Background: an optimization exercise with open tools, aiming at small area, a short achievable clock period and few clock cycles. Do not read the settings as production practice.
In this exercise RTL edits were held to simulation tests only and were not proved equivalent to the original.
Power and IR drop assume default switching activity.

<file path="config.mk">
export PLATFORM = sky130hd
export DESIGN_NAME = FBCPU
export DESIGN_NICKNAME = FBCPU
export VERILOG_FILES = /design/flow/design.v
export SDC_FILE = /design/flow/constraint.sdc
export NUM_CORES = 4
export LEC_CHECK = 0
export ABC_AREA = 1
export CAP_MARGIN = 20
export CORE_MARGIN = 2
export CORE_UTILIZATION = 40
export SLEW_MARGIN = 20
</file>
<file path="constraint.sdc">
create_clock -name core_clock -period 20.0 [get_ports {clk}]
set_input_delay 4.0000 -clock core_clock [delete_from_list [all_inputs] [get_ports {clk}]]
set_output_delay 4.0000 -clock core_clock [all_outputs]
set_load 0.01 [all_outputs]
</file>
<file path="design.v">
`timescale 1ns / 1ps
module FBCPU #(
    parameter ADDRESS_WIDTH = 6,
    parameter DATA_WIDTH = 10
)(
    input clk,
    input rst,
    output reg [DATA_WIDTH-1:0] MDRIn,
    output reg RAMWr,
    output reg [ADDRESS_WIDTH-1:0] MAR,
    input [DATA_WIDTH-1:0] MDROut,
    output reg [5:0] PC,
    output HLT
);
reg        dec;         
reg        hlt;         
reg  [2:0] xop;         
reg  [9:0] ACC;
reg        busy;
reg        mmul;        
reg        ph2;         
reg  [9:0] P;           
reg [10:0] A;           
reg  [3:0] k;           
assign HLT = hlt;
wire [3:0] op   = MDROut[9:6];
wire [5:0] a    = MDROut[5:0];
wire       accz = (ACC == 10'd0);
always @(*) begin
    MDRIn = ACC;
    RAMWr = dec & (op == 4'd1) & ~rst;
    MAR   = dec ? a : PC;
end
wire [10:0] yb  = busy ? ((~mmul & ph2) ? {1'b0, A[10:1]} : A) : {1'b0, MDROut};
wire        inv = busy ? ~mmul : xop[0];
wire        ym  = ~busy | ~mmul | P[0];
wire [10:0] y   = inv ? ~yb : (ym ? yb : 11'd0);
wire [10:0] x = {1'b0, ACC};
reg  [10:0] s0, s1;        
reg  [11:0] c0, c1;        
reg         k4r, k8r0, k8r1;
integer i;
always @(*) begin
    k4r = 1'b0; k8r0 = 1'b0; k8r1 = 1'b0;
    c0 = 12'd0;
    c1 = 12'd0;
    c0[0] = inv;
    c1[0] = inv;
    for (i = 0; i < 11; i = i + 1) begin
        if (i == 4) k4r = c0[4];
        if (i == 8) begin k8r0 = c0[8]; k8r1 = c1[8]; end
        if (i == 4 || i == 8) begin
            c0[i] = 1'b0;
            c1[i] = 1'b1;
        end
        s0[i]   = x[i] ^ y[i] ^ c0[i];
        c0[i+1] = (x[i] & y[i]) | (c0[i] & (x[i] ^ y[i]));
        s1[i]   = x[i] ^ y[i] ^ c1[i];
        c1[i+1] = (x[i] & y[i]) | (c1[i] & (x[i] ^ y[i]));
    end
end
wire        k4 = k4r;
wire        k8 = k4 ? k8r1 : k8r0;
wire [10:0] s  = {k8 ? s1[10:8] : s0[10:8], k4 ? s1[7:4] : s0[7:4], s0[3:0]};
wire        c11 = k8 ? c1[11] : c0[11];
wire ge  = c11;                     
wire md_last = mmul ? (P[9:1] == 9'd0) : (ph2 & (k == 4'd1));
always @(posedge clk) begin
    if (rst) begin
        dec  <= 1'b0;
        hlt  <= 1'b0;
        xop  <= 3'd1;
        busy <= 1'b0;
        PC   <= 6'd0;
        ACC  <= 10'd0;
    end else begin
        if (busy) begin
            if (mmul) begin
                ACC <= s[9:0];
                P   <= {1'b0, P[9:1]};
                A   <= {A[9:0], 1'b0};
                if (P[9:1] == 9'd0) begin
                    busy <= 1'b0;
                    dec  <= 1'b1;
                end
            end else if (!ph2) begin
                if (A == 11'd0) begin
                    ACC  <= 10'h3FF;            
                    busy <= 1'b0;
                    dec  <= 1'b1;
                end else if (k == 4'd0) begin
                    ACC  <= 10'd0;              
                    busy <= 1'b0;
                    dec  <= 1'b1;
                end else if (ge) begin
                    A <= {A[9:0], 1'b0};
                    k <= k + 4'd1;
                end else begin
                    ph2 <= 1'b1;
                end
            end else begin
                if (k == 4'd1) begin
                    ACC  <= {P[8:0], ge};
                    busy <= 1'b0;
                    dec  <= 1'b1;
                end else if (ge) begin
                    ACC <= s[9:0];
                end
                P <= {P[8:0], ge};
                A <= {1'b0, A[10:1]};
                k <= k - 4'd1;
            end
        end
        if (hlt) begin
        end else if (!dec) begin
            xop <= 3'd1;
            if (!busy) dec <= 1'b1;
            case (xop)
                3'd0: ACC <= MDROut;
                3'd2, 3'd3: ACC <= s[9:0];
                3'd4: begin
                    ACC <= ACC[0] ? MDROut : 10'd0;
                    if (ACC[9:1] != 9'd0) begin
                        P    <= {1'b0, ACC[9:1]};
                        A    <= {MDROut, 1'b0};
                        mmul <= 1'b1;
                        busy <= 1'b1;
                        dec  <= 1'b0;
                    end
                end
                3'd5: begin
                    P    <= 10'd0;
                    A    <= {MDROut, 1'b0};
                    k    <= {3'd0, ge};
                    mmul <= 1'b0;
                    ph2  <= 1'b0;
                    busy <= 1'b1;
                    dec  <= 1'b0;
                end
                default: ;
            endcase
        end else begin
            if (op[3]) begin
                PC  <= PC + 6'd1;
                dec <= 1'b0;
                hlt <= op[2] | op[1] | op[0];
            end else if (op[2] & op[1] & (~op[0] | accz)) begin
                PC  <= a;                       
            end else begin
                PC  <= PC + 6'd1;
                dec <= 1'b0;
                xop <= op[2:0];                 
            end
        end
    end
end
endmodule
</file>
<file path="flow/run.sh">
#!/bin/bash
# Standard ORFS layout (the standard.sh, unchanged synthesis) with two
# changes to how the layout is optimised, not to the constraints:
#  - port buffers are buf_2 instead of the resizer's default pick
#  - repair_timing aims for a larger setup margin, so it shortens the
#    critical paths although the 20 ns clock is met with room to spare
set -euo pipefail
bash standard.sh \
  "BUFFER_PORTS_ARGS=-buffer_cell sky130_fd_sc_hd__buf_2" \
  "SETUP_SLACK_MARGIN=${MARGIN:-11}" \
  finish > layout.log 2>&1
</file>
<file path="standard.sh">
#!/bin/bash
# synth_recipe.tcl (not shown) runs the flow's synth.tcl, then flattens the netlist and writes it again
# the make line also repeats each setting of config.mk as NAME=value (left out here)
make -C /OpenROAD-flow-scripts/flow DESIGN_CONFIG=/design/flow/config.mk WORK_HOME=/design/flow/orfs CLKGATE_MAP_FILE= SYNTH_SCRIPT=/design/flow/synth_recipe.tcl "${@:-finish}"
</file>
==> results of run 1 <==
[synth_stat cells, drive strengths merged]
cell     number
a211oi        3
a21oi        47
a221oi        1
a22oi         1
a311oi        1
a31oi         1
buf          11
clkbuf       16
dfxtp        22
edfxtp       27
fa            8
ha            9
inv          97
mux2i         7
nand2       166
nand3        28
nand4        11
nor2         55
nor3          5
o2111ai       1
o211ai       12
o21ai        64
o221ai       19
o22ai        25
o311ai        1
or2           2
xnor2         3
xor2          4
[registers in the layout, indices dropped and copies added (netlist names)]
register  flops
dec           1
ACC          10
A            11
mmul          1
ph2           1
P            10
xop           3
busy          1
k             4
PC            6
hlt           1
[cells by family after synthesis]
| logic type | count (synthesis) |
|---|---|
| compound gates | 176 |
| xor+xnor | 7 |
| fa+ha+maj | 17 |
| buf+inv | 124 |
| flops | 49 |
| mux | 7 |
| simple gates | 267 |
[worst paths after layout]
kind / start / end / slack (ps) / depth (start not counted)
setup / recovery: MDROut[8] / RAMWr / 11270 / 5
hold / removal: xop[2] / xop[2] / 500 / 2
setup reg to reg: mmul / A[3] / 13410 / 29
hold reg to reg: xop[2] / xop[2] / 500 / 2
[layout make-up]
class / count / area (um^2)
Fill cell: 1112 / 5674
Multi-Input combinational cell: 474 / 2592
Sequential cell: 49 / 1251
Inverter: 97 / 364.1
Timing Repair Buffer: 46 / 257.7
Tap cell: 136 / 170.2
Clock buffer: 6 / 72.57
Clock inverter: 2 / 33.78
[per-stage QoR]
| step | std cells | setup slack [ps] | power (mW) |
|---|---|---|---|
| global placement | 795 | 10810 | 0.3623 |
| floorplan | 647 | 11430 | 0.3037 |
| finish | 810 | 11270 | 0.4478 |
| global route | 810 | 11010 | 0.4830 |
| CTS | 803 | 11080 | 0.4388 |
| detailed placement | 795 | 10690 | 0.3637 |
[power groups by stage]
stage | clock [mW] | sequential, mW | combinational, mW
5_1_grt | 0.0784 | 0.149 | 0.256
2_1_floorplan | 0 | 0.143 | 0.160
4_1_cts | 0.0755 | 0.146 | 0.218
3_5_place_dp | 0 | 0.148 | 0.216
6_report | 0.0734 | 0.146 | 0.228
3_3_place_gp | 0 | 0.148 | 0.214
[per-layer routing]
metal,global-route usage,up-vias
met5,0,-
met2,0.4034,165
met3,0.02532,18
li1,-,2240
met4,0.07784,0
met1,0.3496,2169
[worst reg2reg max path, delay by kind of cell, from the launching register on]
family / cells / cell delay [ps]
buffers and inverters: 7 / 1000
adder cells (fa/ha/maj): 8 / 2910
flip-flops: 1 / 760
AND/OR/NAND/NOR: 9 / 1140
AO/OA/AOI/OAI: 5 / 550
[repair_timing]
item	in CTS	in global routing
endpoints found under the setup margin	0	20
gates resized for setup	0	3
buffers inserted	0	7
==> impl_metrics.py, run 1 <==
metrics = {
    "status": {
        "outcome": "complete, no violations",
    },
    "synthesis": {
        "netlist_area_um2": 4324,
        "netlist.area_leader.share": 0.1875,
        "synthesis.nets": 676,
        "yosys.area_share.simple": 0.2622,
        "ys_warn_count": 1,
        "synth_fa_ha_area_frac": 0.06308,
        "muxShareOfSynthArea": 0.01620,
        "ys_seq_area_frac": 0.2894,
        "synth_cell_types": 38,
        "avgSynthCellArea_um2": 6.683,
        "synth_top_area_cell": "edfxtp_1",
        "synth_top_family_by_area": "simple AND/OR/NAND/NOR gates",
        "ys_ff_latch": 49,
        "synth_cells": 647,
        "synth_compound_area_frac": 0.2419,
        "synth_xor_area_frac": 0.01418,
        "synth_area_leaders": "edfxtp_1 (19%), nand2_1 (14%), dfxtp_1 (10%)",
    },
    "sta": {
        "slew_viol_final": 0,
        "fin_crit_sh": 0.4364,
        "fmax_ghz": 0.1146,
        "setup-tns-final_ps": 0,
        "hold-worst-slack_ps": 501.3,
        "relSlewSlack": 0.3689,
        "fin_crit_ps": 8727,
        "tightest_slew_ps": 945.6,
        "fin_skew_ps": 10.39,
        "setup_violations": 0,
        "final_hold_viol_count": 0,
        "rsz0062_at_grt": "no",
    },
    "placed_design": {
        "dpl_cell_area_um2": 4574,
        "routabilityCongestion": 0.8883,
        "port_buffers": 35,
        "hpwl_um": 10110,
    },
    "floorplanning": {
        "fp.dieArea_um2": 11660,
        "die_h_um": 108.0,
        "pin_count": 36,
        "placementRows": 37,
        "initial_core_util": 0.4151,
        "die_x_um": 108.0,
        "core-area_um2": 10420,
    },
    "power": {
        "ir_drop_mv": 0.03921,
        "switchingPower_mw": 0.2024,
        "switching_share": 0.4520,
        "seq_power_share": 0.327,
        "combPwrFrac": 0.509,
        "p_int_mw": 0.2454,
        "power.density_nw_per_um2": 94.42,
        "total_leakage_power_nw": 2.161,
        "clkPwrFrac": 0.164,
    },
    "route": {
        "drt_iter0_drc": 330,
        "detail_route.wl_per_cell_um": 17.47,
        "wl_met2_um": 6623,
        "routed_wl_um": 14150,
        "routed.top_layer": "met4",
        "drcViolationCount": 0,
        "dr.pass1.iters": 5,
        "met1_length_um": 6548,
        "wl_met3_um": 724,
        "via_count": 4592,
        "drtAntennaViolNets": 0,
        "routed_via_density": 5.669,
    },
    "final_layout": {
        "utilization": 0.4553,
        "nNetsFinal": 702,
        "n_antenna_cell": 0,
        "final_area_um2": 4742,
        "layout_common_cells": "nand2_1 (159), inv_1 (91), o21ai_0 (56)",
        "area_growth_pct": 9.664,
        "drive_gt1_frac": 0.1113,
        "final_common_cell": "nand2_1",
    },
    "clock_network": {
        "clkTransAtPathRegs_ps": 100,
        "clk_path_buf_depth": 2,
        "cts_sinks": 49,
        "h-tree-depth": 2,
        "cts_hold_buf": 0,
        "cts_buffers": 5,
        "cts_tree": "built",
        "insertion_delay_ps": 320,
        "root_buffer": "clkbuf_8",
    },
    "run": {
        "max_cap_violations": 0,
    },
    "setup_path": {
        "max_stage_delay_ps": 170,
        "worstSetupPathType": "in -> out",
        "crit_path_start_kind": "input pin",
        "crit_buf_inv": 2,
        "worstPathMaxFanout": 7,
        "path_delay_family": "simple AND/OR/NAND/NOR gates",
        "cp_data_required_time_ps": 16000,
        "critPathArrivalTime_ps": 4730,
        "crit_path_frequent_cell": "buf_2",
        "crit_chain": "buf_2 > nor2_1 > nand3_1 > nor3_1 > buf_2",
        "cp-end-kind": "output pin",
        "crit_slowest_cell": "buf_2",
    },
    "grt": {
        "antenna_found_initial": 0,
        "grt_pass1_vias": 4237,
        "grt_remaining_overflow": 0,
        "grt_pass1_wl_um": 22620,
        "grt.total_usage": 0.2489,
        "grt_max_degree": 53,
    },
    "hold_path": {
        "hold_class": "reg -> reg",
    },
}
Testbench counts, summed over its fixed seeds: cycles 118,611.
==> run 2: changes to the inputs <==
--- a/design.v
+++ b/design.v
@@ -21,6 +21,7 @@
 reg        ph2;         
 reg  [9:0] P;           
-reg [10:0] A;           
+reg  [9:0] A;           
 reg  [3:0] k;           
+reg        pb;          
 assign HLT = hlt;
 wire [3:0] op   = MDROut[9:6];
@@ -32,7 +33,10 @@
     MAR   = dec ? a : PC;
 end
-wire [10:0] yb  = busy ? ((~mmul & ph2) ? {1'b0, A[10:1]} : A) : {1'b0, MDROut};
-wire        inv = busy ? ~mmul : xop[0];
-wire        ym  = ~busy | ~mmul | P[0];
+wire        bone  = P[0] ^ pb;
+wire        btwo  = ~bone & (P[1] ^ P[0]);
+wire        bzero = ~bone & ~btwo;
+wire [10:0] yb  = busy ? ((mmul ? btwo : ~ph2) ? {A, 1'b0} : {1'b0, A}) : {1'b0, MDROut};
+wire        inv = busy ? (~mmul | (P[1] & ~bzero)) : xop[0];
+wire        ym  = ~busy | ~mmul | ~bzero;
 wire [10:0] y   = inv ? ~yb : (ym ? yb : 11'd0);
 wire [10:0] x = {1'b0, ACC};
@@ -65,5 +69,5 @@
 wire        c11 = k8 ? c1[11] : c0[11];
 wire ge  = c11;                     
-wire md_last = mmul ? (P[9:1] == 9'd0) : (ph2 & (k == 4'd1));
+wire mul_end = (P[9:1] == 9'd0) | (A[7:0] == 8'd0);
 always @(posedge clk) begin
     if (rst) begin
@@ -78,12 +82,13 @@
             if (mmul) begin
                 ACC <= s[9:0];
-                P   <= {1'b0, P[9:1]};
-                A   <= {A[9:0], 1'b0};
-                if (P[9:1] == 9'd0) begin
+                P   <= {2'b0, P[9:2]};
+                pb  <= P[1];
+                A   <= {A[7:0], 2'b0};
+                if (mul_end) begin
                     busy <= 1'b0;
                     dec  <= 1'b1;
                 end
             end else if (!ph2) begin
-                if (A == 11'd0) begin
+                if (A == 10'd0) begin
                     ACC  <= 10'h3FF;            
                     busy <= 1'b0;
@@ -94,5 +99,5 @@
                     dec  <= 1'b1;
                 end else if (ge) begin
-                    A <= {A[9:0], 1'b0};
+                    A <= {A[8:0], 1'b0};
                     k <= k + 4'd1;
                 end else begin
@@ -108,5 +113,5 @@
                 end
                 P <= {P[8:0], ge};
-                A <= {1'b0, A[10:1]};
+                A <= {1'b0, A[9:1]};
                 k <= k - 4'd1;
             end
@@ -123,5 +128,6 @@
                     if (ACC[9:1] != 9'd0) begin
                         P    <= {1'b0, ACC[9:1]};
-                        A    <= {MDROut, 1'b0};
+                        pb   <= 1'b0;
+                        A    <= {MDROut[8:0], 1'b0};
                         mmul <= 1'b1;
                         busy <= 1'b1;
@@ -131,5 +137,5 @@
                 3'd5: begin
                     P    <= 10'd0;
-                    A    <= {MDROut, 1'b0};
+                    A    <= MDROut;
                     k    <= {3'd0, ge};
                     mmul <= 1'b0;
==> run 2 against run 1 <==
Still clean. Wire length grew 16%. Synthesized cell count grew 7.6%. Die area grew 4.2%. Via count grew 11%. Clock-buffer cell count grew 2. Non-clock buffer count grew 3. Area after synthesis grew 4.3%. Fmax grew 1.1%. Flip-flop and latch count is the same. Setup slack gained 96 ps. Final area grew 5.8%.
==> impl_metrics.py, run 2 <==
metrics = {
    "sta": {
        "relSlewSlack": 0.3252,
        "tightest_slew_ps": 1012,
        "setup_violations": 0,
        "rsz0062_at_grt": "no",
        "slew_viol_final": 0,
        "finalWorstSetupSlack_ps": 11370,
        "setup-tns-final_ps": 0,
        "fin_skew_ps": 6.068,
        "final_hold_viol_count": 0,
        "fmax_ghz": 0.1159,
        "fin_crit_ps": 8631,
        "hold-worst-slack_ps": 496.5,
        "fin_crit_sh": 0.4315,
    },
    "hold_path": {
        "hp-start": "xop[1]",
        "hold_class": "reg -> reg",
        "min_path_cells": 2,
        "min_to": "xop[1]",
    },
    "final_layout": {
        "nNetsFinal": 754,
        "area_growth_pct": 11.20,
        "drive_gt1_frac": 0.1019,
        "final_common_cell": "nand2_1",
        "multi_input_comb_area_um2": 2785,
        "reg_top3": "ACC (10), A (10), P (10)",
        "layout_common_cells": "nand2_1 (185), inv_1 (90), o21ai_0 (59)",
        "final-seq-area_um2": 1251,
        "instances_no_fill": 866,
        "n_antenna_cell": 0,
        "num-fill-cells": 1190,
    },
    "setup_path": {
        "crit_slowest_cell": "fa_2",
        "crit_path_start_kind": "input pin",
        "critPathArrivalTime_ps": 8700,
        "cp_data_required_time_ps": 20070,
        "rr_worst_depth": 27,
        "r2r_setup_slack_ps": 13470,
        "crit_start": "MDROut[0]",
        "worstSetupPathType": "in -> reg",
        "worstPathMaxFanout": 7,
        "cp-end-kind": "register",
        "r2r_end": "A[8]",
        "max_stage_delay_ps": 470,
        "r2r-start": "mmul",
    },
    "synthesis": {
        "ys_seq_area_frac": 0.2773,
        "ys_warn_count": 1,
        "synthesis.nets": 725,
        "yosysMostFrequentCell": "nand2_1",
        "netlist_top_cells_count": "nand2_1 (186), inv_1 (90), o21ai_0 (61)",
        "synth_area_leaders": "edfxtp_1 (18%), nand2_1 (15%), dfxtp_1 (9.8%)",
        "ys_ff_latch": 49,
        "synth_cells": 696,
        "synthArstFlopShare": 0,
        "netlist.area_leader.share": 0.1797,
        "synth_top_flop_cell": "edfxtp_1",
        "synth-edff-count": 27,
        "avgSynthCellArea_um2": 6.483,
        "synth_cell_types": 36,
        "synth_top_area_cell": "edfxtp_1",
        "netlist_area_um2": 4512,
    },
    "route": {
        "via_count": 5105,
        "dr.pass1.iters": 5,
        "drt_iter0_drc": 646,
        "routed_wl_um": 16440,
        "detail_route.wl_per_cell_um": 18.98,
        "drcViolationCount": 0,
        "routed_via_density": 5.895,
        "drtAntennaViolNets": 0,
    },
    "grt": {
        "antenna_found_initial": 0,
        "grt_remaining_overflow": 0,
        "grt_pass1_wl_um": 25560,
        "grt_max_degree": 36,
        "grt.total_usage": 0.2813,
        "grt_pass1_vias": 4518,
    },
    "power": {
        "power.density_nw_per_um2": 95.54,
        "ir_drop_mv": 0.04632,
        "total_leakage_power_nw": 2.248,
    },
    "placed_design": {
        "place_ws_ps": 10660,
        "port_buffers": 35,
        "routabilityCongestion": 0.9618,
        "dp.cells": 848,
        "hpwl_um": 12030,
    },
    "floorplanning": {
        "fp.dieArea_um2": 12150,
        "pin_count": 36,
        "die_x_um": 110.2,
        "initial_core_util": 0.4126,
        "placementRows": 38,
        "die_h_um": 110.2,
        "core-area_um2": 10940,
    },
    "clock_network": {
        "cts_buffers": 5,
        "cts_tree": "built",
        "h-tree-depth": 2,
        "root_buffer": "clkbuf_16",
        "cts_hold_buf": 0,
        "cts_sinks": 49,
        "clk_path_buf_depth": 2,
        "insertion_delay_ps": 310,
        "clkTransAtPathRegs_ps": 70,
    },
    "status": {
        "outcome": "complete, no violations",
    },
    "run": {
        "max_cap_violations": 0,
    },
}
run 2: worst max path at each step:
stage	to	slack, ps
floorplan	A[1]	11430
global placement	A[1]	10770
detailed placement	A[1]	10660
CTS	A[1]	11060
global route	A[8]	11040
finish	A[8]	11370
run 2: per-stage QoR:
stage | util | total power [mW] | cell area (um^2)
final | 0.4588 | 0.4793 | 5017
after global routing | 0.4588 | 0.5129 | 5017
after CTS | 0.4495 | 0.4603 | 4916
after detailed placement | 0.4359 | 0.3686 | 4767
after global placement | 0.4359 | 0.3682 | 4767
after floorplan | - | 0.3015 | 4512
run 2: timing repair:
action | 4_1_cts | 5_1_grt
pin swaps | 1 | 3
setup buffers | 0 | 9
endpoints found under the setup margin | 9 | 26
gates resized for setup | 0 | 9
gates cloned | 1 | 0
endpoints found under the hold margin | 0 | 0
run 2: power breakdown:
part,total [mW],switching [mW],internal [mW]
logic,0.238,0.153,0.0851
clock network,0.0901,0.0428,0.0473
registers,0.151,0.0260,0.125
run 2: worst max-delay path, delay by kind of cell:
| family | cells | cell delay, ps |
|---|---|---|
| simple gates | 5 | 440 |
| buf+inv | 6 | 590 |
| fa+ha+maj | 8 | 2940 |
| compound gates | 6 | 690 |
run 2: area by class of cell:
| type | count | share of cell area |
|---|---|---|
| flip-flops and latches | 49 | 0.2494 |
| inverters | 100 | 0.07481 |
| well taps | 140 | 0.03491 |
| multi-input cells | 520 | 0.5551 |
| repair buffers | 49 | 0.05835 |
| clock buffers | 8 | 0.02743 |
run 2: logic make-up (layout without fill, tap and decap cells):
group	Yosys count	count (layout)	share of synthesized area
AOI/OAI and AO/OA	192	192	0.2535
xor gates and xnor gates	8	8	0.01553
adders and majority gates	17	17	0.06045
buffers and inverters	128	157	0.1126
DFF	49	49	0.2773
muxes	1	1	0.002219
and+or+nand+nor	301	302	0.2784
run 2: per-layer routing:
layer / vias up / GRT usage / part of all wire
li1: 2421 / - / -
met1: 2337 / 0.3847 / 0.42
met2: 306 / 0.4369 / 0.45
met3: 41 / 0.05761 / 0.10
met4: 0 / 0.1063 / 0.032
met5: - / 0 / 0
Testbench counts of run 2, summed over its fixed seeds: cycles 111,508.
==> run 3: changes to the inputs <==
--- a/design.v
+++ b/design.v
@@ -68,5 +68,6 @@
 wire [10:0] s  = {k8 ? s1[10:8] : s0[10:8], k4 ? s1[7:4] : s0[7:4], s0[3:0]};
 wire        c11 = k8 ? c1[11] : c0[11];
-wire ge  = c11;                     
+wire ge  = c11;
+wire mdz = (MDROut == 10'd0);                     
 wire mul_end = (P[9:1] == 9'd0) | (A[7:0] == 8'd0);
 always @(posedge clk) begin
@@ -90,13 +91,5 @@
                 end
             end else if (!ph2) begin
-                if (A == 10'd0) begin
-                    ACC  <= 10'h3FF;            
-                    busy <= 1'b0;
-                    dec  <= 1'b1;
-                end else if (k == 4'd0) begin
-                    ACC  <= 10'd0;              
-                    busy <= 1'b0;
-                    dec  <= 1'b1;
-                end else if (ge) begin
+                if (ge) begin
                     A <= {A[8:0], 1'b0};
                     k <= k + 4'd1;
@@ -138,9 +131,15 @@
                     P    <= 10'd0;
                     A    <= MDROut;
-                    k    <= {3'd0, ge};
+                    k    <= 4'd1;
                     mmul <= 1'b0;
                     ph2  <= 1'b0;
-                    busy <= 1'b1;
-                    dec  <= 1'b0;
+                    if (mdz) begin
+                        ACC  <= 10'h3FF;        
+                    end else if (!ge) begin
+                        ACC  <= 10'd0;          
+                    end else begin
+                        busy <= 1'b1;
+                        dec  <= 1'b0;
+                    end
                 end
                 default: ;
--- a/flow/run.sh
+++ b/flow/run.sh
@@ -8,4 +8,4 @@
 bash standard.sh \
   "BUFFER_PORTS_ARGS=-buffer_cell sky130_fd_sc_hd__buf_2" \
-  "SETUP_SLACK_MARGIN=${MARGIN:-11}" \
+  "SETUP_SLACK_MARGIN=${MARGIN:-11.5}" \
   finish > layout.log 2>&1
==> run 3 against run 2 <==
Die area fell by 1.9%. Wire length fell by 1.4%. Register-to-register slack improved by 260 ps. Synthesized cell count fell by 5.5%. Clock power fell by 31%. Cell count fell by 3.2%. Sequential share of layout area fell by 0.23 points. Via count fell by 1.6%.
==> impl_metrics.py, run 3 <==
metrics = {
    "setup_path": {
        "crit_chain": "buf_12 > nor2_4 > nand3_2 > nor3_2 > buf_2",
        "worstSetupPathType": "in -> out",
        "cp_data_required_time_ps": 16000,
        "crit_slowest_cell": "buf_2",
        "critPathArrivalTime_ps": 4570,
        "cp-end-kind": "output pin",
        "crit_path_start_kind": "input pin",
        "worstPathMaxFanout": 3,
        "max_stage_delay_ps": 150,
    },
    "final_layout": {
        "nNetsFinal": 725,
        "layout_common_cells": "nand2_1 (140), inv_1 (77), a21oi_1 (57)",
        "drive_gt1_frac": 0.1590,
        "utilization": 0.4692,
        "final_common_cell": "nand2_1",
        "area_growth_pct": 14.55,
        "reg_top3": "ACC (10), A (10), P (10)",
        "final_area_um2": 5064,
        "n_antenna_cell": 0,
    },
    "floorplanning": {
        "die_h_um": 109.1,
        "pin_count": 36,
        "die_x_um": 109.1,
        "fp.dieArea_um2": 11910,
        "placementRows": 38,
        "initial_core_util": 0.4096,
        "core-area_um2": 10790,
    },
    "placed_design": {
        "hpwl_um": 11400,
        "dpl_cell_area_um2": 4682,
        "routabilityCongestion": 0.9384,
        "port_buffers": 35,
        "place_ws_ps": 10460,
    },
    "hold_path": {
        "hold_class": "reg -> reg",
    },
    "sta": {
        "rsz0062_at_grt": "yes",
        "fmax_ghz": 0.1167,
        "setup_violations": 0,
        "fin_skew_ps": 8.281,
        "relSlewSlack": 0.2420,
        "final_hold_viol_count": 0,
        "slew_viol_final": 0,
        "fin_crit_sh": 0.4284,
        "tightest_slew_ps": 1133,
        "fin_crit_ps": 8567,
        "setup-tns-final_ps": 0,
        "finalWorstSetupSlack_ps": 11430,
    },
    "grt": {
        "antenna_found_initial": 0,
        "use_met2": 0.4268,
        "use_met3": 0.05320,
        "grt_max_degree": 40,
        "grt_pass1_wl_um": 25240,
        "grt_pass1_vias": 4575,
        "grt_remaining_overflow": 0,
        "grt.total_usage": 0.2806,
        "use_met1": 0.3973,
        "top_usage_layer": "met2",
    },
    "clock_network": {
        "cts_hold_buf": 0,
        "cts_sinks": 49,
        "clkTransAtPathRegs_ps": 100,
        "cts_tree": "built",
        "insertion_delay_ps": 320,
        "h-tree-depth": 2,
        "root_buffer": "clkbuf_8",
        "clk_path_buf_depth": 2,
        "cts_buffers": 5,
    },
    "synthesis": {
        "synth_cell_types": 46,
        "avgSynthCellArea_um2": 6.718,
        "synth_cells": 658,
        "netlist_top_cells_count": "nand2_1 (141), inv_1 (80), o21ai_0 (59)",
        "synth_area_leaders": "edfxtp_1 (18%), nand2_1 (12%), dfxtp_1 (10%)",
        "synth_top_flop_cell": "edfxtp_1",
        "ys_ff_latch": 49,
        "netlist.area_leader.share": 0.1834,
        "netlist_area_um2": 4420,
        "synthArstFlopShare": 0,
        "yosysMostFrequentCell": "nand2_1",
        "ys_warn_count": 1,
        "synth_top_area_cell": "edfxtp_1",
        "synthesis.nets": 686,
        "ys_seq_area_frac": 0.2830,
        "synth-edff-count": 27,
    },
    "route": {
        "dr.pass1.iters": 7,
        "drcViolationCount": 0,
        "via_count": 5022,
        "routed_via_density": 5.993,
        "drtAntennaViolNets": 0,
        "drt_iter0_drc": 569,
        "routed_wl_um": 16210,
        "detail_route.wl_per_cell_um": 19.34,
    },
    "power": {
        "ir_drop_mv": 0.04330,
        "power.density_nw_per_um2": 98.29,
        "finalPower_mw": 0.4977,
        "total_leakage_power_nw": 2.132,
    },
    "run": {
        "max_cap_violations": 0,
    },
    "status": {
        "outcome": "complete, no violations",
    },
}
-- run 3: layer usage --
layer	part of all wire	wire length, um
met5	0	0
met4	0.027	443
met3	0.11	1728
met2	0.44	7151
met1	0.42	6884
-- run 3: timing repair --
action / in CTS / in global routing
cloned: 2 / 0
setup endpoints to repair: 31 / 31
resized for setup: 24 / 13
setup buffers: 10 / 9
pin swaps: 3 / 8
-- run 3: logic make-up after synthesis --
group | share of synthesized area
compound gates | 0.2740
xor+xnor | 0.01387
fa+ha+maj | 0.05887
buf+inv | 0.1098
flops | 0.2830
simple gates | 0.2604
-- run 3: per-stage QoR --
stage | cells | hold WS, ps
2_1_floorplan | 658 | 458.1
6_report | 838 | 530.4
3_5_place_dp | 809 | 507.3
5_1_grt | 838 | 548.3
4_1_cts | 829 | 522.8
3_3_place_gp | 809 | 483.5
-- run 3: critical path: cells and delay by family --
family        cells  cell delay (ps)
simple gates      3              310
buf+inv           2              250
-- run 3: layout make-up --
cell class              count  area [um^2]
fillers                  1094         5729
multi-input cells         492         2775
flip-flops and latches     49         1251
repair buffers             59        426.7
inverters                  90        352.8
well taps                 140        175.2
clock buffers               6        72.57
clock inverters             2        10.01
-- run 3: report_power, final --
group / internal (mW) / switching, mW / leakage, nW
Sequential: 0.128 / 0.0277 / 0.446
Combinational: 0.107 / 0.172 / 1.64
Clock: 0.0243 / 0.0383 / 0.0411
-- run 3: path summary, 6_finish.rpt --
path              from  endpoint  slack (ps)  cells past startpoint
max          MDROut[8]     RAMWr       11430                      5
min             xop[1]    xop[1]         530                      2
max reg2reg       mmul    ACC[1]       13730                     29
min reg2reg     xop[1]    xop[1]         530                      2
Testbench counts of run 3, summed over its fixed seeds: cycles 109,453.
==> run 4: changes to the inputs <==
--- a/design.v
+++ b/design.v
@@ -22,5 +22,4 @@
 reg  [9:0] P;           
 reg  [9:0] A;           
-reg  [3:0] k;           
 reg        pb;          
 assign HLT = hlt;
@@ -68,6 +67,6 @@
 wire [10:0] s  = {k8 ? s1[10:8] : s0[10:8], k4 ? s1[7:4] : s0[7:4], s0[3:0]};
 wire        c11 = k8 ? c1[11] : c0[11];
-wire ge  = c11;
-wire mdz = (MDROut == 10'd0);                     
+wire ge  = c11;                     
+wire mdz = (MDROut == 10'd0);
 wire mul_end = (P[9:1] == 9'd0) | (A[7:0] == 8'd0);
 always @(posedge clk) begin
@@ -84,5 +83,4 @@
                 ACC <= s[9:0];
                 P   <= {2'b0, P[9:2]};
-                pb  <= P[1];
                 A   <= {A[7:0], 2'b0};
                 if (mul_end) begin
@@ -93,10 +91,8 @@
                 if (ge) begin
                     A <= {A[8:0], 1'b0};
-                    k <= k + 4'd1;
-                end else begin
-                    ph2 <= 1'b1;
+                    P <= {1'b0, P[9:1]};
                 end
             end else begin
-                if (k == 4'd1) begin
+                if (P[9]) begin
                     ACC  <= {P[8:0], ge};
                     busy <= 1'b0;
@@ -107,11 +103,17 @@
                 P <= {P[8:0], ge};
                 A <= {1'b0, A[9:1]};
-                k <= k - 4'd1;
             end
+        end else begin
+            A    <= xop[0] ? MDROut : {MDROut[8:0], 1'b0};
+            P    <= xop[0] ? 10'h200 : {1'b0, ACC[9:1]};
+            mmul <= ~xop[0];
         end
+        pb  <= busy & P[1];             
+        ph2 <= busy & (ph2 | ~ge);      
+        xop <= op[2:0] | {2'b0, op[3]};
         if (hlt) begin
         end else if (!dec) begin
-            xop <= 3'd1;
-            if (!busy) dec <= 1'b1;
+            if (!busy) begin
+            dec <= 1'b1;
             case (xop)
                 3'd0: ACC <= MDROut;
@@ -120,8 +122,4 @@
                     ACC <= ACC[0] ? MDROut : 10'd0;
                     if (ACC[9:1] != 9'd0) begin
-                        P    <= {1'b0, ACC[9:1]};
-                        pb   <= 1'b0;
-                        A    <= {MDROut[8:0], 1'b0};
-                        mmul <= 1'b1;
                         busy <= 1'b1;
                         dec  <= 1'b0;
@@ -129,9 +127,4 @@
                 end
                 3'd5: begin
-                    P    <= 10'd0;
-                    A    <= MDROut;
-                    k    <= 4'd1;
-                    mmul <= 1'b0;
-                    ph2  <= 1'b0;
                     if (mdz) begin
                         ACC  <= 10'h3FF;        
@@ -145,4 +138,5 @@
                 default: ;
             endcase
+            end
         end else begin
             if (op[3]) begin
@@ -153,7 +147,6 @@
                 PC  <= a;                       
             end else begin
-                PC  <= PC + 6'd1;
+                PC  <= PC + 6'd1;               
                 dec <= 1'b0;
-                xop <= op[2:0];                 
             end
         end
==> run 4 against run 3 <==
Still clean. Final area fell by 12%. First-iteration DRC count fell by 16%. Sequential power fell by 22%. Synthesized cell count fell by 15%. Wire length fell by 18%. Non-clock buffer count fell by 9. Via count fell by 15%. Sequential share of layout area rose by 0.79 points. Combinational power fell by 43%. Area after synthesis fell by 14%. Critical path depth did not move. Critical path type unchanged. Highest routed layer unchanged.
==> impl_metrics.py, run 4 <==
metrics = {
    "synthesis": {
        "synth_cells": 561,
        "netlist.area_leader.share": 0.1811,
        "ys_seq_area_frac": 0.2966,
        "synth_area_leaders": "edfxtp_1 (18%), nand2_1 (13%), dfxtp_1 (12%)",
        "ys_ff_latch": 45,
        "avgSynthCellArea_um2": 6.798,
        "synth_top_area_cell": "edfxtp_1",
        "ys_warn_count": 1,
        "yosysMostFrequentCell": "nand2_1",
        "synth_cell_types": 41,
        "synthArstFlopShare": 0,
        "synth_top_flop_cell": "edfxtp_1",
        "synth-edff-count": 23,
        "netlist_top_cells_count": "nand2_1 (130), inv_1 (68), a21oi_1 (63)",
        "netlist_area_um2": 3814,
        "synthesis.nets": 586,
    },
    "route": {
        "via_count": 4266,
        "drt_iter0_drc": 478,
        "drcViolationCount": 0,
        "detail_route.wl_per_cell_um": 18.38,
        "routed_wl_um": 13290,
        "dr.pass1.iters": 5,
        "routed_via_density": 5.900,
        "drtAntennaViolNets": 0,
    },
    "clock_network": {
        "cts_sinks": 45,
        "insertion_delay_ps": 310,
        "cts_buffers": 5,
        "cts_hold_buf": 0,
        "root_buffer": "clkbuf_8",
        "clk_path_buf_depth": 2,
        "cts_tree": "built",
        "clkTransAtPathRegs_ps": 100,
        "h-tree-depth": 2,
    },
    "grt": {
        "grt_max_degree": 30,
        "grt_pass1_vias": 3850,
        "grt_remaining_overflow": 0,
        "antenna_found_initial": 0,
        "grt.total_usage": 0.2594,
        "grt_pass1_wl_um": 20740,
    },
    "placed_design": {
        "port_buffers": 35,
        "dpl_cell_area_um2": 4080,
        "routabilityCongestion": 0.9137,
        "place_ws_ps": 10670,
        "hpwl_um": 9368,
    },
    "final_layout": {
        "reg_top3": "ACC (10), A (10), P (10)",
        "nNetsFinal": 618,
        "area_growth_pct": 16.31,
        "n_antenna_cell": 0,
        "num-fill-cells": 965,
        "final_common_cell": "nand2_1",
        "final_area_um2": 4436,
        "drive_gt1_frac": 0.1700,
        "layout_common_cells": "nand2_1 (130), inv_1 (64), a21oi_1 (58)",
    },
    "sta": {
        "final_hold_viol_count": 0,
        "fmax_ghz": 0.1173,
        "relSlewSlack": 0.2407,
        "fin_crit_sh": 0.4261,
        "finalWorstSetupSlack_ps": 11480,
        "setup_violations": 0,
        "setup-tns-final_ps": 0,
        "rsz0062_at_grt": "yes",
        "tightest_slew_ps": 1135,
        "fin_crit_ps": 8523,
        "slew_viol_final": 0,
        "hold-worst-slack_ps": 515.5,
        "fin_skew_ps": 10.50,
    },
    "power": {
        "ir_drop_mv": 0.03472,
        "seq_power_share": 0.358,
        "switchingPower_mw": 0.1488,
        "total_leakage_power_nw": 1.873,
        "clkPwrFrac": 0.174,
        "switching_share": 0.4391,
        "combPwrFrac": 0.469,
        "power.density_nw_per_um2": 76.41,
        "p_int_mw": 0.1901,
        "finalPower_mw": 0.3389,
    },
    "setup_path": {
        "cp-end-kind": "output pin",
        "worstSetupPathType": "in -> out",
        "cp_data_required_time_ps": 16000,
        "crit_path_start_kind": "input pin",
        "critPathArrivalTime_ps": 4520,
        "worstPathMaxFanout": 2,
    },
    "run": {
        "max_cap_violations": 0,
    },
    "floorplanning": {
        "die_x_um": 101.6,
        "core-area_um2": 9240,
        "placementRows": 35,
        "pin_count": 36,
        "fp.dieArea_um2": 10330,
        "initial_core_util": 0.4127,
        "die_h_um": 101.6,
    },
    "status": {
        "outcome": "complete, no violations",
    },
    "hold_path": {
        "hold_class": "reg -> reg",
    },
}
run 4: cell count changes in the layout (fill, tap and decap cells not counted), sizes merged, moves of 9 or more:
cell	change
nand3	-29
nand4	+9
buf	-9
o22ai	-24
nand2	-12
nor2	-14
run 4: area by class of cell:
type	count	area, um^2	area share
Sequential cell	45	1131	0.2550
Clock inverter	3	17.52	0.003949
Inverter	80	312.8	0.07052
Timing Repair Buffer	50	347.8	0.07842
Multi-Input combinational cell	411	2396	0.5402
Clock buffer	5	68.82	0.01551
Tap cell	129	161.4	0.03639
run 4: path summary, 6_finish.rpt:
path / endpoint / from / slack [ps] / depth (start not counted)
worst min-delay path: PC[1] / PC[1] / 520 / 2
worst max register to register: ACC[9] / mmul / 13590 / 27
worst min register to register: PC[1] / PC[1] / 520 / 2
worst max-delay path: RAMWr / MDROut[8] / 11480 / 5
run 4: cell families after synthesis:
kind of cell | Yosys count | synth area share
AND/OR/NAND/NOR | 211 | 0.2470
AO/OA/AOI/OAI | 179 | 0.2736
buffers and inverters | 108 | 0.1129
adder cells (fa/ha/maj) | 13 | 0.05840
flip-flops | 45 | 0.2966
XOR/XNOR | 5 | 0.01148
run 4: worst max-delay path: stages:
cell and delay (ps):
buf_8 100, nor2_4 120, nand3_2 70, nor3_2 100
buf_2 140
run 4: what timing repair did:
action	CTS	global route
pin swaps	4	7
setup endpoints to repair	36	39
setup buffers	6	6
gates cloned	2	1
gates resized for setup	19	23
run 4: stage by stage:
step             util  cells
4_1_cts        0.4668    716
3_3_place_gp   0.4416    700
3_5_place_dp   0.4416    700
5_1_grt        0.4800    723
2_1_floorplan       -    561
6_report       0.4800    723
run 4: layer usage:
layer	GRT usage	vias up	wire, um
li1	-	2020	-
met1	0.3829	1993	5893
met2	0.3907	232	5909
met3	0.03313	21	1221
met4	0.08628	0	263
met5	0	-	0
run 4: power groups by stage:
stage | clock [mW] | sequential, mW | combinational (mW)
2_1_floorplan | 0 | 0.120 | 0.0981
3_3_place_gp | 0 | 0.123 | 0.137
3_5_place_dp | 0 | 0.123 | 0.137
4_1_cts | 0.0593 | 0.121 | 0.142
5_1_grt | 0.0622 | 0.123 | 0.175
6_report | 0.0589 | 0.121 | 0.159
Testbench counts of run 4, summed over its fixed seeds: cycles 109,453.
==> run 5: changes to the inputs <==
--- a/design.v
+++ b/design.v
@@ -68,5 +68,4 @@
 wire        c11 = k8 ? c1[11] : c0[11];
 wire ge  = c11;                     
-wire mdz = (MDROut == 10'd0);
 wire mul_end = (P[9:1] == 9'd0) | (A[7:0] == 8'd0);
 always @(posedge clk) begin
@@ -89,5 +88,5 @@
                 end
             end else if (!ph2) begin
-                if (ge) begin
+                if (ge & ~P[0]) begin
                     A <= {A[8:0], 1'b0};
                     P <= {1'b0, P[9:1]};
@@ -110,5 +109,5 @@
         end
         pb  <= busy & P[1];             
-        ph2 <= busy & (ph2 | ~ge);      
+        ph2 <= busy & (ph2 | ~ge | P[0]);   
         xop <= op[2:0] | {2'b0, op[3]};
         if (hlt) begin
@@ -127,7 +126,5 @@
                 end
                 3'd5: begin
-                    if (mdz) begin
-                        ACC  <= 10'h3FF;        
-                    end else if (!ge) begin
+                    if (!ge) begin
                         ACC  <= 10'd0;          
                     end else begin
==> run 5 against run 4 <==
Flip-flop and latch count did not move. Register-to-register slack got worse by 570 ps. Non-clock buffer count fell by 6. Global-route usage rose by 0.71 points. Total power fell by 11%. First-iteration DRC count fell by 2.7%. Clock power rose by 21%. Sequential power barely moved. Critical path type unchanged. Largest power group is now sequential cells. Highest routed layer unchanged.
==> impl_metrics.py, run 5 <==
metrics = {
    "status": {
        "outcome": "complete, no violations",
    },
    "final_layout": {
        "drive_gt1_frac": 0.1598,
        "final_area_um2": 4237,
        "reg_top3": "ACC (10), A (10), P (10)",
        "final-seq-area_um2": 1131,
        "nNetsFinal": 581,
        "multi_input_comb_area_um2": 2236,
        "layout_common_cells": "nand2_1 (99), inv_1 (68), a21oi_1 (62)",
        "area_growth_pct": 14.70,
        "num-fill-cells": 944,
        "utilization": 0.4651,
        "final_common_cell": "nand2_1",
        "n_antenna_cell": 0,
    },
    "sta": {
        "relSlewSlack": 0.3724,
        "rsz0062_at_grt": "yes",
        "setup-tns-final_ps": 0,
        "final_hold_viol_count": 0,
        "fin_skew_ps": 13.68,
        "fin_crit_ps": 8541,
        "fin_crit_sh": 0.4270,
        "fmax_ghz": 0.1171,
        "hold-worst-slack_ps": 537.4,
        "setup_violations": 0,
        "slew_viol_final": 0,
        "tightest_slew_ps": 941.4,
    },
    "hold_path": {
        "hold_class": "reg -> reg",
    },
    "floorplanning": {
        "initial_core_util": 0.4055,
        "die_h_um": 100.1,
        "die_x_um": 100.1,
        "pin_count": 36,
        "placementRows": 35,
        "fp.dieArea_um2": 10020,
        "core-area_um2": 9109,
    },
    "route": {
        "drt_iter0_drc": 465,
        "via_count": 4035,
        "routed_via_density": 6.040,
        "routed_wl_um": 12880,
        "drtAntennaViolNets": 0,
        "detail_route.wl_per_cell_um": 19.28,
        "drcViolationCount": 0,
        "dr.pass1.iters": 5,
    },
    "synthesis": {
        "yosysMostFrequentCell": "nand2_1",
        "netlist_top_cells_count": "nand2_1 (99), inv_1 (74), a21oi_1 (64)",
        "synthArstFlopShare": 0,
        "avgSynthCellArea_um2": 7.022,
        "netlist_area_um2": 3694,
        "synth-edff-count": 23,
        "synth_top_area_cell": "edfxtp_1",
        "ys_seq_area_frac": 0.3062,
        "synthesis.nets": 551,
        "synth_area_leaders": "edfxtp_1 (19%), dfxtp_1 (12%), nand2_1 (10%)",
        "synth_cells": 526,
        "synth_cell_types": 46,
        "synth_top_flop_cell": "edfxtp_1",
        "ys_warn_count": 1,
        "netlist.area_leader.share": 0.1870,
        "ys_ff_latch": 45,
    },
    "clock_network": {
        "h-tree-depth": 2,
        "cts_hold_buf": 0,
        "cts_sinks": 45,
        "cts_tree": "built",
        "cts_buffers": 5,
        "insertion_delay_ps": 320,
        "root_buffer": "clkbuf_8",
        "clk_path_buf_depth": 2,
        "clkTransAtPathRegs_ps": 100,
    },
    "placed_design": {
        "dpl_cell_area_um2": 3933,
        "port_buffers": 35,
        "routabilityCongestion": 0.9841,
        "hpwl_um": 9416,
    },
    "power": {
        "power.density_nw_per_um2": 71.27,
        "switchingPower_mw": 0.1202,
        "finalPower_mw": 0.3019,
        "p_int_mw": 0.1818,
        "combPwrFrac": 0.370,
        "total_leakage_power_nw": 1.746,
        "clkPwrFrac": 0.235,
        "ir_drop_mv": 0.03295,
        "seq_power_share": 0.395,
        "switching_share": 0.3980,
    },
    "grt": {
        "grt_max_degree": 32,
        "grt_pass1_vias": 3836,
        "antenna_found_initial": 0,
        "grt_pass1_wl_um": 20590,
        "grt.total_usage": 0.2665,
        "grt_remaining_overflow": 0,
    },
    "setup_path": {
        "worstSetupPathType": "in -> out",
        "crit_path_start_kind": "input pin",
        "worstPathMaxFanout": 2,
        "path_delay_family": "simple AND/OR/NAND/NOR gates",
        "critPathArrivalTime_ps": 4540,
        "crit_slowest_cell": "buf_2",
        "cp-end-kind": "output pin",
        "crit_chain": "buf_8 > nor2_4 > nand3_2 > nor3_4 > buf_2",
        "crit_buf_inv": 2,
        "cp_data_required_time_ps": 16000,
        "max_stage_delay_ps": 140,
    },
    "run": {
        "max_cap_violations": 0,
    },
}
-- run 5: cell types whose count changed after synthesis, moves of 3 or more --
cell | before | now
a31oi_1 | 4 | 1
inv_2 | 7 | 2
a221oi_1 | 10 | 3
nor4_1 | 5 | 2
o22ai_1 | 18 | 26
o21ai_1 | 8 | 2
clkbuf_1 | 19 | 13
nand3_1 | 22 | 26
inv_1 | 68 | 74
nand2_1 | 130 | 99
-- run 5: power groups by stage --
stage | sequential (mW) | clock, mW | combinational [mW]
6_report | 0.119 | 0.0711 | 0.112
5_1_grt | 0.121 | 0.0742 | 0.124
4_1_cts | 0.119 | 0.0720 | 0.109
3_5_place_dp | 0.121 | 0 | 0.102
3_3_place_gp | 0.121 | 0 | 0.102
2_1_floorplan | 0.117 | 0 | 0.0751
-- run 5: kinds of logic after synthesis --
family,synth area share
buf+inv,0.1179
simple gates,0.2300
flops,0.3062
compound gates,0.2713
xor+xnor,0.01423
fa+ha+maj,0.06030
-- run 5: final cells by class --
cell class / instances / area share
sequential: 45 / 0.2670
multi-input combinational: 379 / 0.5278
clock inverter: 1 / 0.001477
clock buffer: 7 / 0.02540
tap: 111 / 0.03278
inverter: 81 / 0.07413
timing repair buffer: 44 / 0.07147
-- run 5: metal layers --
layer | wire length (um) | part of all wire | GRT usage | vias to the layer above
met5 | 0 | 0 | 0 | -
met4 | 486 | 0.038 | 0.1128 | 0
met2 | 5551 | 0.43 | 0.3986 | 239
met3 | 1307 | 0.10 | 0.05501 | 27
met1 | 5536 | 0.43 | 0.3751 | 1872
li1 | - | - | - | 1897
-- run 5: final timing paths --
| check | from | end | slack, ps | cells past startpoint |
|---|---|---|---|---|
| setup / recovery | MDROut[9] | RAMWr | 11460 | 5 |
| setup reg to reg | busy | P[0] | 13020 | 24 |
| hold / removal | PC[5] | PC[5] | 540 | 2 |
| hold reg to reg | PC[5] | PC[5] | 540 | 2 |
-- run 5: per-stage QoR --
stage                     worst slack [ps]  instances
after global routing                 11420        668
after CTS                            11450        668
after detailed placement             10940        649
final                                11460        668
after floorplan                      11450        526
after global placement               11030        649
-- run 5: timing repair --
| item | in CTS | in global routing |
|---|---|---|
| endpoints found under the hold margin | 0 | 0 |
| buffers inserted | 7 | 0 |
| pin swaps | 7 | 2 |
| cloned | 4 | 0 |
| resized for setup | 19 | 9 |
| endpoints found under the setup margin | 25 | 37 |
-- run 5: worst reg2reg max path, delay by kind of cell, from the launching register on --
kind                     cells  cell delay [ps]
buffers and inverters        6             1250
AO/OA/AOI/OAI                4              470
adder cells (fa/ha/maj)      8             2850
AND/OR/NAND/NOR              6             1430
flip-flops                   1              710
Testbench counts of run 5, summed over its fixed seeds: cycles 111,993.
==> run 6: changes to the inputs <==
--- a/design.v
+++ b/design.v
@@ -104,6 +104,6 @@
             end
         end else begin
-            A    <= xop[0] ? MDROut : {MDROut[8:0], 1'b0};
-            P    <= xop[0] ? 10'h200 : {1'b0, ACC[9:1]};
+            A    <= MDROut;
+            P    <= xop[0] ? 10'h200 : ACC;
             mmul <= ~xop[0];
         end
@@ -119,6 +119,6 @@
                 3'd2, 3'd3: ACC <= s[9:0];
                 3'd4: begin
-                    ACC <= ACC[0] ? MDROut : 10'd0;
-                    if (ACC[9:1] != 9'd0) begin
+                    ACC <= 10'd0;
+                    if (!accz) begin
                         busy <= 1'b1;
                         dec  <= 1'b0;
==> run 6 against run 5 <==
Combinational power is 4% lower. Fmax about the same. Clock power increased by 2.8%. Sequential power about the same. Clock-buffer cell count decreased by 2. Setup slack improved by 7.2 ps. Hold slack worse by 29 ps. Largest power group unchanged.
==> impl_metrics.py, run 6 <==
metrics = {
    "route": {
        "via_count": 3919,
        "drcViolationCount": 0,
        "routed_via_density": 5.893,
        "routed_wl_um": 12100,
        "dr.pass1.iters": 5,
        "drtAntennaViolNets": 0,
        "drt_iter0_drc": 483,
        "detail_route.wl_per_cell_um": 18.19,
    },
    "sta": {
        "slew_viol_final": 0,
        "rsz0062_at_grt": "yes",
        "fin_crit_ps": 8533,
        "fin_crit_sh": 0.4267,
        "final_hold_viol_count": 0,
        "fmax_ghz": 0.1172,
        "relSlewSlack": 0.5838,
        "finalWorstSetupSlack_ps": 11470,
        "tightest_slew_ps": 622.1,
        "setup-tns-final_ps": 0,
        "setup_violations": 0,
        "fin_skew_ps": 13.19,
    },
    "final_layout": {
        "drive_gt1_frac": 0.1598,
        "final_common_cell": "nand2_1",
        "final_area_um2": 4182,
        "nNetsFinal": 581,
        "n_antenna_cell": 0,
        "reg_top3": "ACC (10), A (10), P (10)",
        "final-seq-area_um2": 1131,
        "layout_common_cells": "nand2_1 (100), inv_1 (76), o21ai_0 (67)",
        "multi_input_comb_area_um2": 2151,
        "num-fill-cells": 861,
        "area_growth_pct": 18.05,
    },
    "setup_path": {
        "crit_chain": "buf_8 > nor2_4 > nand3_2 > nor3_2 > buf_2",
        "r2r-start": "P[0]",
        "worstSetupPathType": "in -> out",
        "max_stage_delay_ps": 140,
        "cp_data_required_time_ps": 16000,
        "critPathArrivalTime_ps": 4530,
        "cp-end-kind": "output pin",
        "rr_worst_depth": 26,
        "path_delay_family": "simple AND/OR/NAND/NOR gates",
        "r2r_end": "P[1]",
        "worstPathMaxFanout": 4,
        "r2r_setup_slack_ps": 13970,
        "crit_buf_inv": 2,
        "crit_slowest_cell": "buf_2",
        "crit_path_start_kind": "input pin",
    },
    "power": {
        "seq_power_share": 0.395,
        "switching_share": 0.3843,
        "total_leakage_power_nw": 1.772,
        "combPwrFrac": 0.359,
        "switchingPower_mw": 0.1143,
        "clkPwrFrac": 0.246,
        "power.density_nw_per_um2": 71.13,
        "p_int_mw": 0.1831,
        "ir_drop_mv": 0.03083,
    },
    "clock_network": {
        "cts_sinks": 45,
        "cts_tree": "built",
        "cts_buffers": 5,
        "insertion_delay_ps": 310,
        "clkTransAtPathRegs_ps": 90,
        "cts_hold_buf": 0,
        "root_buffer": "clkbuf_8",
        "h-tree-depth": 2,
        "clk_path_buf_depth": 2,
    },
    "grt": {
        "grt_pass1_vias": 3507,
        "grt.total_usage": 0.2433,
        "antenna_found_initial": 0,
        "grt_remaining_overflow": 0,
        "grt_pass1_wl_um": 18560,
        "grt_max_degree": 31,
    },
    "synthesis": {
        "synthArstFlopShare": 0,
        "yosysMostFrequentCell": "nand2_1",
        "ys_ff_latch": 45,
        "synth_top_area_cell": "edfxtp_1",
        "synth_cells": 514,
        "netlist_top_cells_count": "nand2_1 (100), inv_1 (76), o21ai_0 (70)",
        "netlist.area_leader.share": 0.1950,
        "synth_cell_types": 34,
        "synth_area_leaders": "edfxtp_1 (19%), dfxtp_1 (12%), nand2_1 (11%)",
        "avgSynthCellArea_um2": 6.891,
        "synthesis.nets": 539,
        "netlist_area_um2": 3542,
        "ys_seq_area_frac": 0.3193,
        "synth_top_flop_cell": "edfxtp_1",
        "ys_warn_count": 1,
        "synth-edff-count": 23,
    },
    "hold_path": {
        "hp-start": "PC[1]",
        "hold_class": "reg -> reg",
        "min_path_cells": 2,
        "min_to": "PC[1]",
    },
    "floorplanning": {
        "initial_core_util": 0.4102,
        "die_h_um": 98.10,
        "die_x_um": 98.10,
        "pin_count": 36,
        "core-area_um2": 8636,
        "fp.dieArea_um2": 9624,
        "placementRows": 34,
    },
    "placed_design": {
        "place_ws_ps": 10890,
        "hpwl_um": 8427,
        "port_buffers": 35,
        "dpl_cell_area_um2": 3799,
        "routabilityCongestion": 0.9265,
    },
    "run": {
        "max_cap_violations": 0,
    },
    "status": {
        "outcome": "complete, no violations",
    },
}
==> run 6: changes by cell type in the layout (fill, tap and decap cells not counted), sizes merged, moves of 4 or more <==
cell    previous run  this run
nor3               3        10
o221ai             8        14
nor2              32        41
a21oi             65        34
buf               43        50
o21ai             53        74
o22ai             26        20
nand3             29        25
==> run 6: worst register-to-register path, cell delays in order (launching register included) <==
cell	delay [ps]
edfxtp_1	480
inv_1	150
nand2_1	60
nand2_1	80
nand3_1	70
nand2_1	340
clkinv_1	360
nand3_1	180
o21ai_2	70
o21ai_0	140
inv_1	80
fa_2	360
fa_2	370
fa_1	390
inv_1	90
fa_2	230
o21ai_0	120
fa_2	380
fa_1	390
inv_1	70
fa_2	230
nand2_1	80
o21ai_2	70
fa_2	330
nand3_4	160
nor2_4	260
o21a_4	210
==> run 6: power by group through the flow <==
stage	Sequential, mW	Combinational, mW	Clock [mW]
finish	0.117	0.107	0.0731
global route	0.119	0.117	0.0780
CTS	0.117	0.0989	0.0745
detailed placement	0.119	0.0949	0
global placement	0.119	0.0952	0
floorplan	0.117	0.0670	0
==> run 6: stage by stage <==
stage | total power [mW] | instances | utilization | hold slack (ps)
2_1_floorplan | 0.1839 | 514 | - | 491.9
3_3_place_gp | 0.2145 | 640 | 0.4399 | 490.1
3_5_place_dp | 0.2141 | 640 | 0.4399 | 494.8
4_1_cts | 0.2907 | 655 | 0.4693 | 506.9
5_1_grt | 0.3143 | 665 | 0.4842 | 539.5
6_report | 0.2974 | 665 | 0.4842 | 508.8
==> run 6: logic make-up after synthesis <==
family / synth area share
AO/OA/AOI/OAI: 0.2589
XOR/XNOR: 0.01484
adder cells (fa/ha/maj): 0.06287
buffers and inverters: 0.1109
flip-flops: 0.3193
AND/OR/NAND/NOR: 0.2331
==> run 6: final cells by class <==
type,instances,share of cell area
clock inverter,3,0.01107
clock buffer,5,0.01646
tap,108,0.03232
sequential,45,0.2705
inverter,79,0.07092
multi-input combinational,374,0.5144
timing repair buffer,51,0.08438
==> run 6: how the worst max path moves through the flow <==
stage	from	end	cells after the start
3_3_place_gp	MDROut[0]	A[4]	22
3_5_place_dp	MDROut[0]	A[5]	22
6_report	MDROut[9]	RAMWr	5
2_1_floorplan	MDROut[0]	A[0]	22
4_1_cts	rst	RAMWr	5
5_1_grt	MDROut[9]	RAMWr	5
==> run 6: repair_timing <==
action                     CTS  global route
gates cloned                 2             4
buffers inserted             5             6
setup endpoints to repair   23            35
pin swaps                    3             7
resized for setup           14            14
==> run 6: per-layer routing <==
layer	global-route usage	part of all wire	vias to the layer above
met5	0	0	-
met4	0.07692	0.022	0
met3	0.04152	0.097	26
met2	0.3704	0.45	219
met1	0.3529	0.43	1820
li1	-	-	1854
Testbench counts of run 6, summed over its fixed seeds: cycles 113,290.
==> run 7: changes to the inputs <==
--- a/flow/run.sh
+++ b/flow/run.sh
@@ -8,4 +8,4 @@
 bash standard.sh \
   "BUFFER_PORTS_ARGS=-buffer_cell sky130_fd_sc_hd__buf_2" \
-  "SETUP_SLACK_MARGIN=${MARGIN:-11.5}" \
+  "SETUP_SLACK_MARGIN=${MARGIN:-11.3}" \
   finish > layout.log 2>&1
==> run 7 against run 6 <==
Still clean. Critical path depth unchanged. Flip-flop and latch count stayed put. Non-clock buffer count fell by 9. Clock power down 18%. Sequential share of layout area rose by 1.3 points. Via count shrank 1.4%. First-iteration DRC count increased by 22%. Global-route usage fell by 0.58 points. Critical path type unchanged. Largest power group unchanged. Highest routed layer unchanged.
==> impl_metrics.py, run 7 <==
metrics = {
    "status": {
        "outcome": "complete, no violations",
    },
    "sta": {
        "relSlewSlack": 0.5906,
        "finalWorstSetupSlack_ps": 11390,
        "final_hold_viol_count": 0,
        "slew_viol_final": 0,
        "fmax_ghz": 0.1162,
        "setup-tns-final_ps": 0,
        "tightest_slew_ps": 612.0,
        "setup_violations": 0,
        "fin_skew_ps": 10.97,
        "rsz0062_at_grt": "yes",
        "fin_crit_sh": 0.4303,
        "fin_crit_ps": 8605,
    },
    "clock_network": {
        "cts_buffers": 5,
        "h-tree-depth": 2,
        "root_buffer": "clkbuf_8",
        "cts_sinks": 45,
        "insertion_delay_ps": 310,
        "clkTransAtPathRegs_ps": 90,
        "clk_path_buf_depth": 2,
        "cts_hold_buf": 0,
        "cts_tree": "built",
    },
    "synthesis": {
        "synth-edff-count": 23,
        "synth_top_area_cell": "edfxtp_1",
        "synth_top_flop_cell": "edfxtp_1",
        "netlist_area_um2": 3542,
        "synth_area_leaders": "edfxtp_1 (19%), dfxtp_1 (12%), nand2_1 (11%)",
        "synth_cells": 514,
        "ys_seq_area_frac": 0.3193,
        "netlist_top_cells_count": "nand2_1 (100), inv_1 (76), o21ai_0 (70)",
        "synthesis.nets": 539,
        "synthArstFlopShare": 0,
        "avgSynthCellArea_um2": 6.891,
        "yosysMostFrequentCell": "nand2_1",
        "netlist.area_leader.share": 0.1950,
        "ys_ff_latch": 45,
        "synth_cell_types": 34,
        "ys_warn_count": 1,
    },
    "route": {
        "drt_iter0_drc": 588,
        "detail_route.wl_per_cell_um": 17.55,
        "routed_wl_um": 11500,
        "routed_via_density": 5.898,
        "via_count": 3863,
        "drtAntennaViolNets": 0,
        "drcViolationCount": 0,
        "dr.pass1.iters": 5,
    },
    "setup_path": {
        "crit_slowest_cell": "buf_6",
        "cp-end-kind": "output pin",
        "r2r_end": "A[9]",
        "r2r-start": "P[0]",
        "crit_chain": "buf_6 > nor2_4 > nand3_1 > nor3_1 > buf_2",
        "rr_worst_depth": 26,
        "crit_buf_inv": 2,
        "path_delay_family": "buffers and inverters",
        "max_stage_delay_ps": 160,
        "cp_data_required_time_ps": 16000,
        "worstPathMaxFanout": 22,
        "critPathArrivalTime_ps": 4610,
        "crit_path_start_kind": "input pin",
        "r2r_setup_slack_ps": 13770,
        "worstSetupPathType": "in -> out",
    },
    "final_layout": {
        "layout_common_cells": "nand2_1 (100), inv_1 (76), o21ai_0 (68)",
        "n_antenna_cell": 0,
        "nNetsFinal": 571,
        "area_growth_pct": 12.72,
        "final_common_cell": "nand2_1",
        "num-fill-cells": 896,
        "utilization": 0.4623,
        "reg_top3": "ACC (10), A (10), P (10)",
        "final_area_um2": 3993,
        "drive_gt1_frac": 0.1335,
    },
    "placed_design": {
        "port_buffers": 35,
        "hpwl_um": 8335,
        "routabilityCongestion": 0.9529,
        "place_ws_ps": 10610,
        "dpl_cell_area_um2": 3787,
    },
    "power": {
        "total_leakage_power_nw": 1.686,
        "ir_drop_mv": 0.03164,
        "power.density_nw_per_um2": 69.98,
    },
    "floorplanning": {
        "initial_core_util": 0.4102,
        "die_x_um": 98.10,
        "die_h_um": 98.10,
        "core-area_um2": 8636,
        "fp.dieArea_um2": 9624,
        "placementRows": 34,
        "pin_count": 36,
    },
    "grt": {
        "grt.total_usage": 0.2376,
        "use_met2": 0.3714,
        "grt_pass1_wl_um": 18370,
        "use_met3": 0.03651,
        "grt_remaining_overflow": 0,
        "top_usage_layer": "met2",
        "antenna_found_initial": 0,
        "use_met1": 0.3464,
        "grt_max_degree": 31,
        "grt_pass1_vias": 3480,
    },
    "run": {
        "max_cap_violations": 0,
    },
    "hold_path": {
        "hold_class": "reg -> reg",
        "min_to": "PC[1]",
        "hp-start": "PC[1]",
        "min_path_cells": 2,
    },
}
run 7: cell counts after synthesis:
Identical to the previous run, type by type.
run 7: layer usage:
| layer | part of all wire | up-vias |
|---|---|---|
| li1 | - | 1837 |
| met1 | 0.43 | 1794 |
| met2 | 0.45 | 217 |
| met3 | 0.10 | 15 |
| met4 | 0.015 | 0 |
| met5 | 0 | - |
run 7: how the worst max path moves through the flow:
stage	cells past startpoint	from	end	slack [ps]
2_1_floorplan	22	MDROut[0]	A[0]	11390
3_3_place_gp	22	MDROut[0]	P[6]	10830
3_5_place_dp	22	MDROut[0]	A[1]	10610
4_1_cts	5	rst	RAMWr	11310
5_1_grt	22	MDROut[0]	A[7]	11290
6_report	5	rst	RAMWr	11390
run 7: cell families (layout without fill, tap and decap cells):
family	Yosys count	in the layout	synth area share
AND/OR/NAND/NOR	193	195	0.2331
AO/OA/AOI/OAI	157	159	0.2589
buffers and inverters	100	129	0.1109
flip-flops	45	45	0.3193
adder cells (fa/ha/maj)	13	13	0.06287
XOR/XNOR	6	6	0.01484
run 7: worst min-delay path, delay by kind of cell, from the launching register on:
| kind | cells | cell delay [ps] |
|---|---|---|
| AO/OA/AOI/OAI | 1 | 60 |
| AND/OR/NAND/NOR | 1 | 70 |
| flip-flops | 1 | 340 |
run 7: final cells by class:
type	instances	area [um^2]	share of cell area
Timing Repair Buffer	42	234.0	0.05860
Sequential cell	45	1131	0.2833
Clock buffer	5	68.82	0.01724
Multi-Input combinational cell	373	2106	0.5274
Clock inverter	3	21.27	0.005327
Tap cell	108	135.1	0.03385
Inverter	79	296.5	0.07427
run 7: what timing repair did:
item                                    in CTS  in global routing
pin swaps                                    0                  4
endpoints found under the setup margin      21                 35
gates cloned                                 1                  3
resized for setup                            6                 10
buffers inserted                             0                  3
run 7: metrics by stage:
stage	hold WS [ps]	total power, mW	instances
after CTS	507.7	0.2747	649
final	506.7	0.2794	655
after detailed placement	494.4	0.2140	640
after global placement	489.6	0.2135	640
after floorplan	491.9	0.1835	514
after global routing	535.7	0.2972	655
run 7: power breakdown:
group / switching [mW] / leakage, nW / internal [mW]
clock: 0.0349 / 0.0445 / 0.0249
combinational: 0.0658 / 1.23 / 0.0363
sequential: 0.0113 / 0.410 / 0.106
total: 0.112 / 1.69 / 0.167

-- port drivers added, routing unchanged --
In the flow no input, the clock included, has a driving cell. The finished layouts below were timed again as built, in two steps. Step 1 (the two cells are an assumption about what drives the block):
set clk [get_ports {clk}]
set_driving_cell -lib_cell sky130_fd_sc_hd__clkbuf_16 $clk
set_driving_cell -lib_cell sky130_fd_sc_hd__buf_2 [delete_from_list [all_inputs] $clk]
Step 2 times the ports against the registers' clock, not the clock port: input delays grow and output delays shrink by t, the midpoint of the rising clock arrivals with the driver on. Three values: no drivers, after step 1, after step 2; two values: the first two.
| run | t (ns) | slack for setup (ns) | worst setup path at the end | clock arrival spread, ns | worst register clock-pin slew, ns |
|---|---|---|---|---|---|
| run 1 | 0.353 | 11.273 / 11.246 / 11.034 | input to register | 0.011 / 0.010 | 0.10 / 0.10 |
| run 2 | 0.344 | 11.369 / 11.354 / 11.045 | input to register | 0.006 / 0.006 | 0.07 / 0.07 |
| run 3 | 0.349 | 11.433 / 11.388 / 11.388 | input to output | 0.009 / 0.008 | 0.10 / 0.10 |
| run 4 | 0.336 | 11.477 / 11.439 / 11.384 | input to register | 0.011 / 0.011 | 0.10 / 0.10 |
| run 5 | 0.341 | 11.459 / 11.369 / 11.369 | input to output | 0.013 / 0.014 | 0.10 / 0.10 |
| run 6 | 0.339 | 11.467 / 11.414 / 11.414 | input to output | 0.013 / 0.014 | 0.10 / 0.10 |
| run 7 | 0.337 | 11.395 / 11.362 / 11.185 | input to register | 0.011 / 0.011 | 0.10 / 0.10 |
After both steps every run listed still meets setup and hold. The setup slack of run 2, which loses most, moves by -0.015 ns with the drivers and by -0.324 ns with both steps.
